Background: an optimization exercise with open tools, aiming at small area. Do not read the settings as production practice.
RTL that was checked went through simulation tests only; none was proved equivalent to the original.
For runs 2 to 4, only the layout was checked, not whether the RTL still works.
Power is estimated from default activity; no workload was simulated.

==> flow/design.v (outline; a module is shown in full before it is edited, if it fits) <==
// module fa_cell: 6 lines
// module ixnor_cell: 5 lines
// module ior_cell: 5 lines
// module bsel: 5 lines
// module bpp_n: 5 lines
// module bpp_p: 5 lines
// module mul16: 788 lines
// module dpg_e: 6 lines
// module dpg_o: 6 lines
// module dcy_e: 5 lines
// module dcy_o: 5 lines
// module dx_e: 5 lines
// module dx_o: 5 lines
// module dsel_e: 5 lines
// module dsum_e: 5 lines
// module dsum_o: 5 lines
// module qfix: 5 lines
// module dabs16: 14 lines
// module dzero: 12 lines
// module dq_e: 5 lines
// module dq_o: 5 lines
// module dsel_e2: 5 lines
// module dsel_o2: 5 lines
// module dmux: 5 lines
// module dsel_o: 5 lines
// module div16: 581 lines
// module addsub16: 13 lines
// module ALU: 9 lines
// module alu16: 33 lines
module alu16(clk, rst, a, b, ctrl, res, R15);
  // ...
==> flow/flow/run.sh <==
#!/bin/bash
cp standard.sh standard_sh_copy.txt
export BUFFER_PORTS_ARGS="-buffer_cell sky130_fd_sc_hd__buf_1"
bash standard.sh > standard.log 2>&1
==> flow/standard.sh <==
#!/bin/bash
# synth_recipe.tcl (not shown) runs the flow's synth.tcl, then flattens the netlist and writes it again
# the make line also repeats each setting of config.mk as NAME=value (left out here)
make -C /OpenROAD-flow-scripts/flow DESIGN_CONFIG=/design/flow/config.mk WORK_HOME=/design/flow/orfs CLKGATE_MAP_FILE= SYNTH_SCRIPT=/design/flow/synth_recipe.tcl "${@:-finish}"
==> flow/config.mk <==
export PLATFORM = sky130hd
export DESIGN_NAME = alu16
export DESIGN_NICKNAME = alu16
export VERILOG_FILES = /design/flow/design.v
export SDC_FILE = /design/flow/constraint.sdc
export NUM_CORES = 4
export LEC_CHECK = 0
export CAP_MARGIN = 20
export CORE_MARGIN = 2
export CORE_UTILIZATION = 40
export SLEW_MARGIN = 20
export SYNTH_HIERARCHICAL = 1
export SYNTH_MINIMUM_KEEP_SIZE = 0
==> flow/constraint.sdc <==
create_clock -name core_clock -period 40.0 [get_ports {clk}]
set_input_delay 8.0000 -clock core_clock [delete_from_list [all_inputs] [get_ports {clk}]]
set_output_delay 8.0000 -clock core_clock [all_outputs]
set_load 0.01 [all_outputs]
==> run notes, run 1 <==
status=no timing/DRC/antenna violations; DRT Wirelength=approximately 48000 um; synthesized area=about 0.015 mm^2; Largest cell class=multi-input combinational cells; switch share=around 54%; Synth Area in Simple Gates=17.3%; endpoints failing hold=0; Gate Count Post-Synth=approximately 1900; vias per std cell=5.66; H-tree depth=2; Non-clk invs=around 90; post-synthesis compound-gate area fraction=between 10% and 20%; CTS Buf Count=5; Top pwr grp=combinational logic; num ports=70; CTS tree=built; count of multi-input gates=1677; final design utilization=45.3%; Area growth syn-to-layout=12.3%; vias in the first global route=approximately 14000; total leakage power=roughly 5.9 nW; Final min period=around 38000 ps; CLK BUF=6; # fillers=between 3000 and 4000; Max Slew Vio Count=0; synth unique cells=slightly below 60; PwrDens=approximately 80 mW/mm^2; port bufs=69; met3 wire len=just over 3000 um; Core ar.=around 0.036 mm^2
==> run 2, diff against run 1 <==
--- a/flow/design.v
+++ b/flow/design.v
@@ -910,16 +910,31 @@
 	output r;
 	assign r = ~(pn ^ (q & ~(d ^ c)));
 endmodule
 module dsel_o2 (p, nd, cn, q, rn);
 	input p, nd, cn, q;
 	output rn;
 	assign rn = ~(p ^ (q & ~(nd ^ cn)));
 endmodule
+module dneg16 (x, s, y);
+	input [15:0] x;
+	input s;
+	output [15:0] y;
+	genvar g;
+	generate
+		for (g = 0; g < 16; g = g + 1) begin : m
+			if (g == 0) begin : m0
+				assign y[0] = x[0];
+			end else begin : mn
+				assign y[g] = x[g] ^ (s & (|x[g-1:0]));
+			end
+		end
+	endgenerate
+endmodule
 module dmux (s, a1n, a0n, y);
 	input s, a1n, a0n;
 	output y;
 	assign y = ~(s ? a1n : a0n);
 endmodule
 module dsel_o (xn, cn, q, p, rn);
 	input xn, cn, q, p;
 	output rn;
@@ -1403,102 +1418,77 @@
 	dq_e uq1 (.p(r1a14), .g(r1b14), .c(r1c14), .z(z[15]), .q(q[1]));
 	dsel_e2 us1_14 (.pn(r2r13), .d(D[14]), .c(r1c14), .q(q[1]), .r(r1r14));
 	wire r1r0;
 	dmux um1 (.s(q[1]), .a1n(~(A[1] ^ D[0])), .a0n(~A[1]), .y(r1r0));
 	wire r0c1 = ~(A[0] | nD[0]);
 	wire r0a1, r0b1, r0c2, r0r1, r0a1x;
 	dpg_o ug0_1 (.p(r1r0), .nd(nD[1]), .pn(r0a1), .gn(r0b1));
 	dcy_o uc0_1 (.pn(r0a1), .gn(r0b1), .cn(r0c1), .c(r0c2));
-	dx_o ux0_1 (.pn(r0a1), .gn(r0b1), .xn(r0a1x));
-	dsum_o us0_1 (.xn(r0a1x), .cn(r0c1), .t(r0r1));
+	dsel_o2 us0_1 (.p(r1r0), .nd(nD[1]), .cn(r0c1), .q(q[0]), .rn(r0r1));
 	wire r0a2, r0b2, r0c3, r0r2, r0a2x;
 	dpg_e ug0_2 (.pn(r1r1), .d(D[2]), .p(r0a2), .g(r0b2));
 	dcy_e uc0_2 (.p(r0a2), .g(r0b2), .c(r0c2), .cn(r0c3));
-	dx_e ux0_2 (.p(r0a2), .g(r0b2), .xn(r0a2x));
-	dsum_e us0_2 (.xn(r0a2x), .c(r0c2), .t(r0r2));
+	dsel_e2 us0_2 (.pn(r1r1), .d(D[2]), .c(r0c2), .q(q[0]), .r(r0r2));
 	wire r0a3, r0b3, r0c4, r0r3, r0a3x;
 	dpg_o ug0_3 (.p(r1r2), .nd(nD[3]), .pn(r0a3), .gn(r0b3));
 	dcy_o uc0_3 (.pn(r0a3), .gn(r0b3), .cn(r0c3), .c(r0c4));
-	dx_o ux0_3 (.pn(r0a3), .gn(r0b3), .xn(r0a3x));
-	dsum_o us0_3 (.xn(r0a3x), .cn(r0c3), .t(r0r3));
+	dsel_o2 us0_3 (.p(r1r2), .nd(nD[3]), .cn(r0c3), .q(q[0]), .rn(r0r3));
 	wire r0a4, r0b4, r0c5, r0r4, r0a4x;
 	dpg_e ug0_4 (.pn(r1r3), .d(D[4]), .p(r0a4), .g(r0b4));
 	dcy_e uc0_4 (.p(r0a4), .g(r0b4), .c(r0c4), .cn(r0c5));
-	dx_e ux0_4 (.p(r0a4), .g(r0b4), .xn(r0a4x));
-	dsum_e us0_4 (.xn(r0a4x), .c(r0c4), .t(r0r4));
+	dsel_e2 us0_4 (.pn(r1r3), .d(D[4]), .c(r0c4), .q(q[0]), .r(r0r4));
 	wire r0a5, r0b5, r0c6, r0r5, r0a5x;
 	dpg_o ug0_5 (.p(r1r4), .nd(nD[5]), .pn(r0a5), .gn(r0b5));
 	dcy_o uc0_5 (.pn(r0a5), .gn(r0b5), .cn(r0c5), .c(r0c6));
-	dx_o ux0_5 (.pn(r0a5), .gn(r0b5), .xn(r0a5x));
-	dsum_o us0_5 (.xn(r0a5x), .cn(r0c5), .t(r0r5));
+	dsel_o2 us0_5 (.p(r1r4), .nd(nD[5]), .cn(r0c5), .q(q[0]), .rn(r0r5));
 	wire r0a6, r0b6, r0c7, r0r6, r0a6x;
 	dpg_e ug0_6 (.pn(r1r5), .d(D[6]), .p(r0a6), .g(r0b6));
 	dcy_e uc0_6 (.p(r0a6), .g(r0b6), .c(r0c6), .cn(r0c7));
-	dx_e ux0_6 (.p(r0a6), .g(r0b6), .xn(r0a6x));
-	dsum_e us0_6 (.xn(r0a6x), .c(r0c6), .t(r0r6));
+	dsel_e2 us0_6 (.pn(r1r5), .d(D[6]), .c(r0c6), .q(q[0]), .r(r0r6));
 	wire r0a7, r0b7, r0c8, r0r7, r0a7x;
 	dpg_o ug0_7 (.p(r1r6), .nd(nD[7]), .pn(r0a7), .gn(r0b7));
 	dcy_o uc0_7 (.pn(r0a7), .gn(r0b7), .cn(r0c7), .c(r0c8));
-	dx_o ux0_7 (.pn(r0a7), .gn(r0b7), .xn(r0a7x));
-	dsum_o us0_7 (.xn(r0a7x), .cn(r0c7), .t(r0r7));
+	dsel_o2 us0_7 (.p(r1r6), .nd(nD[7]), .cn(r0c7), .q(q[0]), .rn(r0r7));
 	wire r0a8, r0b8, r0c9, r0r8, r0a8x;
 	dpg_e ug0_8 (.pn(r1r7), .d(D[8]), .p(r0a8), .g(r0b8));
 	dcy_e uc0_8 (.p(r0a8), .g(r0b8), .c(r0c8), .cn(r0c9));
-	dx_e ux0_8 (.p(r0a8), .g(r0b8), .xn(r0a8x));
-	dsum_e us0_8 (.xn(r0a8x), .c(r0c8), .t(r0r8));
+	dsel_e2 us0_8 (.pn(r1r7), .d(D[8]), .c(r0c8), .q(q[0]), .r(r0r8));
 	wire r0a9, r0b9, r0c10, r0r9, r0a9x;
 	dpg_o ug0_9 (.p(r1r8), .nd(nD[9]), .pn(r0a9), .gn(r0b9));
 	dcy_o uc0_9 (.pn(r0a9), .gn(r0b9), .cn(r0c9), .c(r0c10));
-	dx_o ux0_9 (.pn(r0a9), .gn(r0b9), .xn(r0a9x));
-	dsum_o us0_9 (.xn(r0a9x), .cn(r0c9), .t(r0r9));
+	dsel_o2 us0_9 (.p(r1r8), .nd(nD[9]), .cn(r0c9), .q(q[0]), .rn(r0r9));
 	wire r0a10, r0b10, r0c11, r0r10, r0a10x;
 	dpg_e ug0_10 (.pn(r1r9), .d(D[10]), .p(r0a10), .g(r0b10));
 	dcy_e uc0_10 (.p(r0a10), .g(r0b10), .c(r0c10), .cn(r0c11));
-	dx_e ux0_10 (.p(r0a10), .g(r0b10), .xn(r0a10x));
-	dsum_e us0_10 (.xn(r0a10x), .c(r0c10), .t(r0r10));
+	dsel_e2 us0_10 (.pn(r1r9), .d(D[10]), .c(r0c10), .q(q[0]), .r(r0r10));
 	wire r0a11, r0b11, r0c12, r0r11, r0a11x;
 	dpg_o ug0_11 (.p(r1r10), .nd(nD[11]), .pn(r0a11), .gn(r0b11));
 	dcy_o uc0_11 (.pn(r0a11), .gn(r0b11), .cn(r0c11), .c(r0c12));
-	dx_o ux0_11 (.pn(r0a11), .gn(r0b11), .xn(r0a11x));
-	dsum_o us0_11 (.xn(r0a11x), .cn(r0c11), .t(r0r11));
+	dsel_o2 us0_11 (.p(r1r10), .nd(nD[11]), .cn(r0c11), .q(q[0]), .rn(r0r11));
 	wire r0a12, r0b12, r0c13, r0r12, r0a12x;
 	dpg_e ug0_12 (.pn(r1r11), .d(D[12]), .p(r0a12), .g(r0b12));
 	dcy_e uc0_12 (.p(r0a12), .g(r0b12), .c(r0c12), .cn(r0c13));
-	dx_e ux0_12 (.p(r0a12), .g(r0b12), .xn(r0a12x));
-	dsum_e us0_12 (.xn(r0a12x), .c(r0c12), .t(r0r12));
+	dsel_e2 us0_12 (.pn(r1r11), .d(D[12]), .c(r0c12), .q(q[0]), .r(r0r12));
 	wire r0a13, r0b13, r0c14, r0r13, r0a13x;
 	dpg_o ug0_13 (.p(r1r12), .nd(nD[13]), .pn(r0a13), .gn(r0b13));
 	dcy_o uc0_13 (.pn(r0a13), .gn(r0b13), .cn(r0c13), .c(r0c14));
-	dx_o ux0_13 (.pn(r0a13), .gn(r0b13), .xn(r0a13x));
-	dsum_o us0_13 (.xn(r0a13x), .cn(r0c13), .t(r0r13));
+	dsel_o2 us0_13 (.p(r1r12), .nd(nD[13]), .cn(r0c13), .q(q[0]), .rn(r0r13));
 	wire r0a14, r0b14, r0c15, r0r14, r0a14x;
 	dpg_e ug0_14 (.pn(r1r13), .d(D[14]), .p(r0a14), .g(r0b14));
 	dcy_e uc0_14 (.p(r0a14), .g(r0b14), .c(r0c14), .cn(r0c15));
-	dx_e ux0_14 (.p(r0a14), .g(r0b14), .xn(r0a14x));
-	dsum_e us0_14 (.xn(r0a14x), .c(r0c14), .t(r0r14));
+	dsel_e2 us0_14 (.pn(r1r13), .d(D[14]), .c(r0c14), .q(q[0]), .r(r0r14));
 	wire r0a15, r0b15, r0c16, r0r15, r0a15x;
 	dpg_o ug0_15 (.p(r1r14), .nd(nD[15]), .pn(r0a15), .gn(r0b15));
 	dq_o uq0 (.pn(r0a15), .gn(r0b15), .cn(r0c15), .zn(~z[16]), .q(q[0]));
-	dx_o ux0_15 (.pn(r0a15), .gn(r0b15), .xn(r0a15x));
-	dsum_o us0_15 (.xn(r0a15x), .cn(r0c15), .t(r0r15));
-	wire [15:0] T = {r0r15, r0r14, r0r13, r0r12, r0r11, r0r10, r0r9, r0r8, r0r7, r0r6, r0r5, r0r4, r0r3, r0r2, r0r1, (A[0] ^ D[0])};
-	wire [15:0] Pt = {r1r14, ~r1r13, r1r12, ~r1r11, r1r10, ~r1r9, r1r8, ~r1r7, r1r6, ~r1r5, r1r4, ~r1r3, r1r2, ~r1r1, r1r0, A[0]};
-	wire [15:0] RT, RP;
-	assign RT[0] = T[0];
-	assign RP[0] = Pt[0];
-	generate
-		for (g = 1; g < 16; g = g + 1) begin : rfx
-			assign RT[g] = T[g] ^ (sa & (|T[g-1:0]));
-			assign RP[g] = Pt[g] ^ (sa & (|Pt[g-1:0]));
-		end
-		for (g = 0; g < 16; g = g + 1) begin : rsel
-			dmux u (.s(q[0]), .a1n(~RT[g]), .a0n(~RP[g]), .y(rem[g]));
-		end
-	endgenerate
+	dsel_o2 us0_15 (.p(r1r14), .nd(nD[15]), .cn(r0c15), .q(q[0]), .rn(r0r15));
+	wire r0r0;
+	dmux um0 (.s(q[0]), .a1n(~(A[0] ^ D[0])), .a0n(~A[0]), .y(r0r0));
+	wire [15:0] rx = {r0r15, r0r14, r0r13, r0r12, r0r11, r0r10, r0r9, r0r8, r0r7, r0r6, r0r5, r0r4, r0r3, r0r2, r0r1, r0r0};
+	dneg16 u_rneg (.x(rx ^ 16'hAAAA), .s(sa), .y(rem));
 	wire sq = (sa ^ sb) & ~z[0];
 	assign quo[0] = q[0];
 	generate
 		for (g = 1; g < 16; g = g + 1) begin : qfx
 			if (g == 1) begin : q1
 				qfix u (.q0(q[0]), .o(1'b0), .s(sq), .qj(q[1]), .y(quo[1]));
 			end else begin : qn
 				qfix u (.q0(q[0]), .o(|q[g-1:1]), .s(sq), .qj(q[g]), .y(quo[g]));
==> run 2 against run 1 <==
Effect of this change: core utilization up 0.45 points; first-iteration DRC count down 9.2%; clock skew unchanged; sequential cell count unchanged; critical path depth down 2; clock power down 9.7%; setup slack worse by 41 ps; area after synthesis down 1.9%; register-to-register slack better by 40 ps; combinational power about the same; die area down 1.9%; clock-buffer cell count unchanged; critical path type unchanged; critical endpoint is now R15[15]; highest routed layer is now met4.
==> run notes, run 2 <==
status=no timing/DRC/antenna violations; port bufs=69 (unchanged); Synth Register Bits=32; CP max stage delay=roughly 550 ps; Max Cap Violations=0; Avg WL per Cell=between 15 and 20 um; gr usage total=about a quarter; Final min period=37930 ps (+41.5 ps); PwrDens=78.7 mW/mm^2 (-0.44%); Final WS setup=approximately 2100 ps; biggest regs=R15 (16), res (16); die width=between 150 and 200 um; Synth top area share=a little over a fifth; post-route cell area=roughly 0.016 mm^2; CTS sink cnt=32; Worst Tran Pin Value=about 1100 ps; Area growth syn-to-layout=12.9%; Detail Placement HPWL=approximately 34000 um; Layout Nets=around 2100; Max FO, Critical Path=11; synthesized area=0.0144 mm^2 (-1.9%); fin cells=2394; synth top area cells=xnor2_1, fa_1, xor2_1; antenna viol nets, final=0; worst min-delay path class=flop to flop; FFs w/ async S/R, synth=100%; final design utilization=45.7% (+0.45 points); mean post-synth cell area=slightly below 8 um^2; endpoints failing hold=0 (unchanged); # setup viols final=0; CP endpoint kind=flop; Seq/Total Area, Yosys=5.57%; vias in the first global route=12700 (-7.3%); ys flop type=dfrtp_1; Slowest-stage cell, CP=or4_4; antenna violations before repair=1; Max Slew Vio Count=0 (unchanged); row count=just under 70; commonest cells in the synthesized netlist=xnor2_1, nand2_1, o22ai_1; Cell Area, Placed=approximately 0.016 mm^2; CP Launch Type=primary input; Max clock buf depth=2; initial DRC count=a little over 900; ant diodes=0; most common cell in the netlist=xnor2_1; CTS clk-pin slew, worst paths=approximately 60 ps; area leader, netlist=xnor2_1; Starting Density=40.5%; DRC=0; CTS Hold Buffers Added=0; Clock Skews=0 ps; DRT Pass-1 Iters=5; Overflow after GRT=0; CP arrival=around 38000 ps; critical setup path kind=primary input to flop; most common cell type on the critical path=a21oi_2; commonest non-fill, non-tap cells in the layout=xnor2_1, nand2_1, o22ai_1; Setup TNS=0 ps; Worst EP required=~40000 ps; largest net degree at the start of global routing=53; num ports=70 (unchanged); die height=194 um; Vias=between 10000 and 15000; sequential cell area=~800 um^2; Slew headroom=between 20% and 30%; H-tree depth=2 (unchanged); Gate Count Post-Synth=1815 (-1.9%); share of cells above drive strength 1=between 10% and 20%; DRT Wirelength=44400 um (-6.7%); GPL Wtd Cong=~0.9; most common cell after layout, fill and taps aside=xnor2_1; synth unique cells=55 (-6.8%); number of synthesized flops with an enable pin=0; CTS root buffer=clkbuf_16; Cells after DPL=between 2000 and 2500; CTS Buf Count=5 (unchanged); CTS tree=built; area of the multi-input gates=between 0.01 and 0.015 mm^2; Synthesis Warnings=7; # fillers=3542 (-0.98%); die area=0.0375 mm^2; FMAX=roughly 26 MHz; peak supply drop=approximately 0.15 mV; fin crit share=between 90% and 100%; vias per std cell=5.49 (-3.1%); total leakage power=5.67 nW (-3.1%); first-pass GRT wire length=about 70000 um; Core ar.=0.0355 mm^2 (-2.4%); Setup WS pre-CTS=-833 ps; worst-skew pair later-pin latency=290 ps
run 2: cell count changes after synthesis, sizes merged, moves of 3 or more:
cell    delta
inv        +4
nand2b    -13
xor2      -14
or2        -3
mux2i     -15
xnor2     +14
nand2      +9
or3        -6
o21ai      -6
nor4       +3
run 2: worst paths after layout:
path / cells past startpoint / from / end / slack [ps]
hold reg to reg: 2 / R15[7] / R15[7] / 490
hold / removal: 2 / R15[7] / R15[7] / 490
setup reg to reg: 1 / res[6] / res[6] / 39130
setup / recovery: 167 / b[13] / R15[15] / 2070
max in group asynchronous: 1 / rst / res[10] / 31540
min in group asynchronous: 1 / rst / R15[2] / 7840
run 2: per-layer routing:
| layer | vias up | share of wire (%) | track usage, % | wire length [um] |
|---|---|---|---|---|
| li1 | 6340 | - | - | - |
| met1 | 6361 | 44 | 32.3 | 19700 |
| met2 | 375 | 47 | 38.1 | 21000 |
| met3 | 57 | 5.8 | 2.42 | 2590 |
| met4 | 0 | 2.6 | 7.21 | 1160 |
| met5 | - | 0 | 0 | 0 |
run 2: kinds of logic after synthesis:
group	Yosys count	share of synthesized area, %
AND/OR/NAND/NOR	538	16.9
XOR/XNOR	490	29.9
buffers and inverters	152	5.33
flip-flops	32	5.57
adder cells (fa/ha/maj)	167	21.3
multiplexers	30	2.09
other	3	0.0784
AO/OA/AOI/OAI	403	18.8
run 2: layout make-up:
type / count / area share (%)
inverters: 92 / 2.13
clock buffers: 6 / 0.856
multi-input cells: 1639 / 82.3
clock inverters: 2 / 0.0617
flip-flops and latches: 32 / 4.94
repair buffers: 162 / 6.14
well taps: 461 / 3.56
run 2: through the flow:
step                power (mW)  hold slack, ps
finish                    1.28             490
global route              1.40             516
CTS                       1.26             492
detailed placement        1.20             478
global placement          1.20             474
floorplan                 1.03             516
run 2: power breakdown:
| group | switching [mW] | leakage [nW] | internal, mW |
|---|---|---|---|
| Clock | 0.0164 | 0.0766 | 0.0246 |
| Sequential | 0.0114 | 0.380 | 0.0468 |
| Combinational | 0.668 | 5.21 | 0.509 |
| Total | 0.696 | 5.67 | 0.580 |
run 2: timing repair:
| item | in CTS | in global routing |
|---|---|---|
| pin swaps | 3 | 6 |
| endpoints found under the setup margin | 15 | 32 |
| resized for setup | 11 | 59 |
| setup buffers | 2 | 12 |
| cloned | 1 | 0 |
run 2: worst max-delay path, delay by kind of cell:
family / cells / cell delay, ps
simple gates: 24 / 3630
buf+inv: 4 / 780
xor+xnor: 4 / 740
mux: 13 / 3840
compound gates: 122 / 21130
run 2: Yosys stat by module (local to each module, per instance), a selection:
module | cells | times used | area (um^2) | flip-flops and latches
dabs16 | 40 | 2 | 285 | 0
bpp_n | 1 | 128 | 8.76 | 0
dq_e | 1 | 7 | 10.0 | 0
dq_o | 1 | 8 | 12.5 | 0
div16 | 82 | 1 | 523 | 0
dsel_o2 | 3 | 64 | 21.3 | 0
ixnor_cell | 1 | 32 | 8.76 | 0
dmux | 1 | 16 | 10.0 | 0
dcy_e | 1 | 49 | 8.76 | 0
dzero | 63 | 1 | 363 | 0
alu16 | 204 | 1 | 1890 | 32
==> run 3, diff against run 2 <==
==> flow/flow/run.sh (replaced) <==
#!/bin/bash
cp standard.sh standard_sh_copy.txt
export BUFFER_PORTS_ARGS="-buffer_cell sky130_fd_sc_hd__buf_1"
export RECOVER_POWER=100
bash standard.sh > standard.log 2>&1
==> run 3 against run 2 <==
Effect of this change: now fails the layout checks on capacitance limit, slew limit; core utilization barely moved; sequential cell count did not move; area after synthesis did not move; critical path type unchanged; largest cell class unchanged.
==> run notes, run 3 <==
status=finished with violations; SO Viols=capacitance limit, slew limit; worst min-delay path class=flop to flop; Max Slew Vio Count=33 (+33); Worst Tran Pin Value=2060 ps (+958 ps); Max FO, Critical Path=11 (unchanged); clock network fraction of total power=3.2% (about the same); Crit Reg-Reg Endpoint=res[6]; area leader, netlist=xnor2_1; Cells after DPL=2371 (unchanged); Detail Placement HPWL=33500 um (unchanged); Final min period=37840 ps (-94.4 ps); number of synthesized flops with an enable pin=0 (unchanged); Synth Register Bits=32 (unchanged); share of cells above drive strength 1=14.8% (-0.052 points); switch share=54.7% (+0.18 points); most common cell in the netlist=xnor2_1; worst-skew pair later-pin latency=290 ps (about the same); vias in the first global route=12700 (unchanged); Max clock buf depth=2 (unchanged); CTS clk-pin slew, worst paths=60 ps (about the same); most common cell type on the critical path=a21oi_2; port bufs=69 (unchanged); GPL Wtd Cong=0.890 (unchanged); Avg WL per Cell=18.6 um (about the same); # setup viols final=0 (unchanged); largest net degree at the start of global routing=53 (unchanged); total leakage power=5.67 nW (about the same); peak supply drop=0.160 mV (+5.2%); Core ar.=0.0355 mm^2 (unchanged); fin crit share=94.6% (-0.24 points); switching power=0.703 mW (+1.0%); synth top area cells=xnor2_1, fa_1, xor2_1; CTS root buffer=clkbuf_16; CP max stage delay=550 ps (about the same); Cell Area, Placed=0.0156 mm^2 (unchanged); Synthesis Warnings=7 (unchanged); initial DRC count=886 (-3.6%); Worst EP required=40220 ps (about the same); CTS Hold Buffers Added=0 (unchanged); Starting Density=40.5% (unchanged); Slowest-stage cell, CP=or4_4; first-pass GRT wire length=70300 um (unchanged); Max Cap Violations=1 (+1); Vias=13100 (-0.038%); PwrDens=79.2 mW/mm^2 (+0.67%); DRT Wirelength=44500 um (about the same); post-route cell area=0.0162 mm^2 (about the same); CTS Buf Count=5 (unchanged); FFs w/ async S/R, synth=100% (unchanged); DRC=0 (unchanged); row count=69 (unchanged); critical setup path kind=primary input to flop; vias per std cell=5.48 (about the same); ys flop type=dfrtp_1; most common cell after layout, fill and taps aside=xnor2_1; antenna violations before repair=1 (unchanged); Clock Skews=0 ps (unchanged); critical path endpoint=R15[15]; part of the power in registers=4.5% (about the same); commonest non-fill, non-tap cells in the layout=xnor2_1, nand2_1, o22ai_1; die height=194 um (unchanged); Seq/Total Area, Yosys=5.57% (unchanged); synth unique cells=55 (unchanged); hold_ws=490 ps (+0.0420 ps); fin cells=2395 (+0.042%); DRT Pass-1 Iters=5 (unchanged); Layout Nets=2121 (unchanged); die area=0.0375 mm^2 (unchanged); Synth top area share=21.1% (unchanged); FMAX=26.4 MHz (+0.25%); die width=194 um (unchanged); gr usage total=23.3% (unchanged); CTS tree=built; combinational group share of total power=92.3% (about the same); Area growth syn-to-layout=12.9% (about the same); Critical Path Source=b[13]; CP Launch Type=primary input; antenna viol nets, final=0 (unchanged); final design utilization=45.7% (about the same); reg2reg path depth=1 (unchanged); Overflow after GRT=0 (unchanged); Gate Count Post-Synth=1815 (unchanged); biggest regs=R15 (16), res (16); H-tree depth=2 (unchanged); FF-to-FF Start=res[6]; Internal Pwr Total=0.582 mW (+0.28%); num ports=70 (unchanged); endpoints failing hold=0 (unchanged); CP endpoint kind=flop; Slew headroom=-37.6% (-64 points); synthesized area=0.0144 mm^2 (unchanged); CP arrival=38060 ps (-100 ps); Register-to-Register Setup Slack=39130 ps (about the same); commonest cells in the synthesized netlist=xnor2_1, nand2_1, o22ai_1; CTS sink cnt=32 (unchanged); mean post-synth cell area=7.92 um^2 (unchanged)
## run 3: cell counts after synthesis
No cell type changed its count.
## run 3: per-layer routing
metal / part of all wire (%) / routed length (um) / up-vias / track usage [%]
met3: 5.1 / 2280 / 57 / 2.42
met1: 45 / 20000 / 6403 / 32.3
met5: 0 / 0 / - / 0
met2: 47 / 21000 / 340 / 38.1
met4: 2.6 / 1160 / 0 / 7.21
li1: - / - / 6328 / -
## run 3: cell type report
| cell class | instances | area, um^2 |
|---|---|---|
| fillers | 3545 | 19300 |
| multi-input cells | 1639 | 13400 |
| repair buffers | 162 | 995 |
| flip-flops and latches | 32 | 801 |
| well taps | 461 | 577 |
| inverters | 92 | 345 |
| clock buffers | 6 | 139 |
| clock inverters | 2 | 10.0 |
| diodes | 1 | 2.50 |
## run 3: worst min path at each step
stage                 from     end  cells after the start
finish              R15[7]  R15[7]                      2
global route        R15[0]  R15[0]                      2
CTS                 R15[7]  R15[7]                      2
detailed placement  R15[7]  R15[7]                      2
global placement    R15[5]  R15[5]                      2
floorplan           R15[0]  R15[0]                      2
## run 3: kinds of logic (layout without fill, tap and decap cells)
| group | Yosys count | after routing | share of synthesized area (%) |
|---|---|---|---|
| buffers and inverters | 152 | 262 | 5.33 |
| XOR/XNOR | 490 | 490 | 29.9 |
| adder cells (fa/ha/maj) | 167 | 167 | 21.3 |
| AND/OR/NAND/NOR | 538 | 538 | 16.9 |
| AO/OA/AOI/OAI | 403 | 404 | 18.8 |
| multiplexers | 30 | 30 | 2.09 |
| flip-flops | 32 | 32 | 5.57 |
| other | 3 | 11 | 0.0784 |
## run 3: repair_timing
action                     in CTS  in global routing
resized for setup              11                 59
cloned                          1                  0
setup buffers                   2                 12
pin swaps                       3                  6
setup endpoints to repair      15                 32
## run 3: power by group through the flow
| stage | sequential (mW) | combinational (mW) | clock [mW] |
|---|---|---|---|
| 2_1_floorplan | 0.0606 | 0.971 | 0 |
| 4_1_cts | 0.0584 | 1.16 | 0.0418 |
| 5_1_grt | 0.0598 | 1.30 | 0.0428 |
| 3_5_place_dp | 0.0589 | 1.15 | 0 |
| 3_3_place_gp | 0.0586 | 1.14 | 0 |
| 6_report | 0.0583 | 1.19 | 0.0410 |
## run 3: worst max-delay path, delay by kind of cell
kind / cells / cell delay [ps]
compound gates: 122 / 21090
mux: 13 / 3810
simple gates: 24 / 3620
buf+inv: 4 / 780
xor+xnor: 4 / 750
## run 3: modules after synthesis (local to each module, per instance), excerpt
module      times used  cells  cell area, um^2  flip-flops and latches
dpg_e               56      2             7.51                       0
ixnor_cell          32      1             8.76                       0
dpg_o               64      2             7.51                       0
dsel_o2             64      3             21.3                       0
dzero                1     63              363                       0
bsel               136      1             6.26                       0
mul16                1     94              587                       0
qfix                15      2             17.5                       0
bpp_p                8      1             8.76                       0
div16                1     82              523                       0
bpp_n              128      1             8.76                       0
## run 3: through the flow
stage / worst slack, ps / total power, mW / TNS (ps)
final: 2160 / 1.29 / 0
after global routing: -102 / 1.40 / -300
after CTS: 49.6 / 1.26 / 0
after detailed placement: -833 / 1.20 / -9480
after global placement: 342 / 1.20 / 0
after floorplan: 8.07 / 1.03 / 0
==> run 4, diff against run 3 <==
==> flow/flow/run.sh (replaced) <==
#!/bin/bash
cp standard.sh standard_sh_copy.txt
export BUFFER_PORTS_ARGS="-buffer_cell sky130_fd_sc_hd__buf_1"
bash standard.sh > standard.log 2>&1
--- a/flow/config.mk
+++ b/flow/config.mk
@@ -8,6 +8,7 @@
 export CAP_MARGIN = 20
 export CORE_MARGIN = 2
 export CORE_UTILIZATION = 40
+export SETUP_SLACK_MARGIN = -1.0
 export SLEW_MARGIN = 20
 export SYNTH_HIERARCHICAL = 1
 export SYNTH_MINIMUM_KEEP_SIZE = 0
==> run 4 against run 3 <==
Effect of this change: now clean on timing, DRC and antenna; first-iteration DRC count is 20% higher; global-route usage is 0.63 points higher; sequential share of layout area is 0.059 points higher; power decreased by 2.6%; critical path type unchanged; critical endpoint unchanged; largest power group unchanged.
==> run notes, run 4 <==
status=no timing/DRC/antenna violations; Pwr Total=1.25 mW (-2.6%); ant diodes=0 (-1); Max Slew Vio Count=0 (-100%); Max FO, Critical Path=26 (+15); synth top area cells=xnor2_1, fa_1, xor2_1; antenna violations before repair=0 (-1); WP buf/inv=10 (+6); most common cell type on the critical path=a21oi_2; number of synthesized flops with an enable pin=0 (unchanged); row count=69 (unchanged); gr usage total=23.9% (+0.63 points); Vias=13400 (+2.1%); hold_ws=478 ps (-11.7 ps); Worst Tran Pin Value=1220 ps (-847 ps); CTS sink cnt=32 (unchanged); Final WS setup=1250 ps (-914 ps); Overflow after GRT=0 (unchanged); most common cell in the netlist=xnor2_1; Slew headroom=18.9% (+56 points); DRC=0 (unchanged); WL met2=21800 um (+4.0%); DRT Pass-1 Iters=6 (+1); total leakage power=5.62 nW (-0.90%); DRT Wirelength=46300 um (+4.2%); Synth top area share=21.1% (unchanged); FFs w/ async S/R, synth=100% (unchanged); mean post-synth cell area=7.92 um^2 (unchanged); vias in the first global route=12900 (+1.6%); Max Used Layer=met4; Avg WL per Cell=19.4 um (+4.7%); Setup TNS=0 ps (unchanged); # fillers=3534 (-0.31%); initial DRC count=1064 (+20%); synthesized area=0.0144 mm^2 (unchanged); CP endpoint kind=flop; CTS clk-pin slew, worst paths=60 ps (about the same); Starting Density=40.5% (unchanged); first-pass GRT wire length=71700 um (+2.0%); Seq/Total Area, Yosys=5.57% (unchanged); Synthesis Warnings=7 (unchanged); Area growth syn-to-layout=11.5%; Slowest-stage cell, CP=or4_4; antenna viol nets, final=0 (unchanged); Crit path max-delay family=compound AO/OA/AOI/OAI gates; Clock Skews=0 ps (unchanged); die width=194 um (unchanged); die height=194 um (unchanged); CTS Buf Count=5 (unchanged); port bufs=69 (unchanged); CTS tree=built; met3 wire len=3080 um (+35%); Detail Placement HPWL=34100 um (+1.7%); fin crit share=96.9% (+2.3 points); commonest non-fill, non-tap cells in the layout=xnor2_1, nand2_1, o22ai_1; CP Launch Type=primary input; H-tree depth=2 (unchanged); PwrDens=78.1 mW/mm^2 (-1.4%); Gate Count Post-Synth=1815 (unchanged); CP arrival=38980 ps (+920 ps); endpoints failing hold=0 (unchanged); M1 wire length=20000 um (unchanged); worst min-delay path class=flop to flop; CTS root buffer=clkbuf_16; CP max stage delay=600 ps (+50 ps); largest net degree at the start of global routing=53 (unchanged); Worst EP required=40230 ps (about the same); Synth Register Bits=32 (unchanged); Max Cap Violations=0 (-1); synth unique cells=55 (unchanged); Setup WS pre-CTS=-638 ps (+194 ps); Layout Nets=2110 (-0.52%); commonest cells in the synthesized netlist=xnor2_1, nand2_1, o22ai_1; CTS Hold Buffers Added=0 (unchanged); worst-skew pair later-pin latency=290 ps (about the same); die area=0.0375 mm^2 (unchanged); ys flop type=dfrtp_1; Final min period=38750 ps (+914 ps); area leader, netlist=xnor2_1; peak supply drop=0.0759 mV (-53%); Max clock buf depth=2 (unchanged); FMAX=25.8 MHz (-2.4%); GPL Wtd Cong=0.909 (+2.1%); share of cells above drive strength 1=13.9% (-0.96 points); most common cell after layout, fill and taps aside=xnor2_1; biggest regs=R15 (16), res (16); num ports=70 (unchanged); # setup viols final=0 (unchanged); critical setup path kind=primary input to flop; Core ar.=0.0355 mm^2 (unchanged); vias per std cell=5.62 (+2.6%)
[run 4: cell types whose count changed in the layout (fill, tap and decap cells not counted), sizes merged]
cell | previous run | this run
buf | 151 | 141
clkinv | 2 | 3
diode | 1 | 0
o211a | 8 | 7
clkbuf | 17 | 16
[run 4: worst paths after layout]
kind                        start      end  slack [ps]  cells past startpoint
setup / recovery            b[12]  R15[15]        1250                    172
hold / removal             R15[4]   R15[4]         480                      2
setup reg to reg           res[0]   res[0]       39100                      1
hold reg to reg            R15[4]   R15[4]         480                      2
max in group asynchronous     rst  res[11]       31570                      1
min in group asynchronous     rst   R15[4]        7830                      1
[run 4: logic make-up after synthesis]
group,share of synthesized area [%]
AND/OR/NAND/NOR,16.9
XOR/XNOR,29.9
AO/OA/AOI/OAI,18.8
adder cells (fa/ha/maj),21.3
buffers and inverters,5.33
flip-flops,5.57
multiplexers,2.09
other,0.0784
[run 4: modules after synthesis (local to each module, per instance), excerpt]
module | times used | flops+latches | cell area (um^2) | cells
dcy_o | 56 | 0 | 5.00 | 1
dq_e | 7 | 0 | 10.0 | 1
addsub16 | 1 | 0 | 171 | 18
bpp_n | 128 | 0 | 8.76 | 1
dabs16 | 2 | 0 | 285 | 40
bsel | 136 | 0 | 6.26 | 1
dpg_e | 56 | 0 | 7.51 | 2
dneg16 | 1 | 0 | 290 | 38
dsel_e2 | 56 | 0 | 21.3 | 3
bpp_p | 8 | 0 | 8.76 | 1
qfix | 15 | 0 | 17.5 | 2
ixnor_cell | 32 | 0 | 8.76 | 1
dcy_e | 49 | 0 | 8.76 | 1
dsel_o2 | 64 | 0 | 21.3 | 3
[run 4: per-stage QoR]
| stage | util, % | area (um^2) | std cells |
|---|---|---|---|
| CTS | 44.1 | 15600 | 2374 |
| global placement | 43.7 | 15500 | 2366 |
| floorplan | - | 14400 | 1822 |
| global route | 45.2 | 16000 | 2383 |
| finish | 45.2 | 16000 | 2383 |
| detailed placement | 43.7 | 15500 | 2366 |
[run 4: where the power goes]
group	switching, mW	internal (mW)
clock	0.0170	0.0230
combinational	0.651	0.503
sequential	0.0108	0.0468
[run 4: routing by layer]
layer	up-vias	GRT usage (%)
met1	6526	32.1
met4	0	7.75
li1	6311	-
met5	-	0
met2	476	39.8
met3	87	3.09
[run 4: repair_timing]
| action | 4_1_cts | 5_1_grt |
|---|---|---|
| resized for setup | 0 | 66 |
| endpoints found under the setup margin | 0 | 32 |
| buffers inserted | 0 | 8 |
[run 4: final cells by class]
type	count	area [um^2]	share of cell area, %
Clock buffer	5	125	0.781
Multi-Input combinational cell	1638	13200	82.6
Sequential cell	32	801	5.00
Inverter	92	345	2.15
Clock inverter	3	18.8	0.117
Tap cell	461	577	3.60
Timing Repair Buffer	152	920	5.74

-- afterwards: timing with drivers on the ports --
Ports are ideal in the flow. The routed layouts listed here were re-timed in OpenROAD. Step 1 (the two cells are an assumption about what drives the block):
set clk [get_ports {clk}]
set_driving_cell -lib_cell sky130_fd_sc_hd__clkbuf_16 $clk
set_driving_cell -lib_cell sky130_fd_sc_hd__buf_2 [delete_from_list [all_inputs] $clk]
Step 2 also shifts input and output timing later by t, the mid clock arrival at the registers, as if the neighbouring blocks saw the same clock. Three values: no drivers, after step 1, after step 2; two values: the first two.
run	shift t [ns]	setup WS [ns]	worst slew at a driven data input, ns
run 1	0.331	2.108 / 2.122 / 1.791	0.11
run 2	0.333	2.066 / 2.085 / 1.752	0.09
run 3	0.333	2.161 / 2.180 / 1.847	0.10
run 4	0.340	1.247 / 1.269 / 0.930	0.06
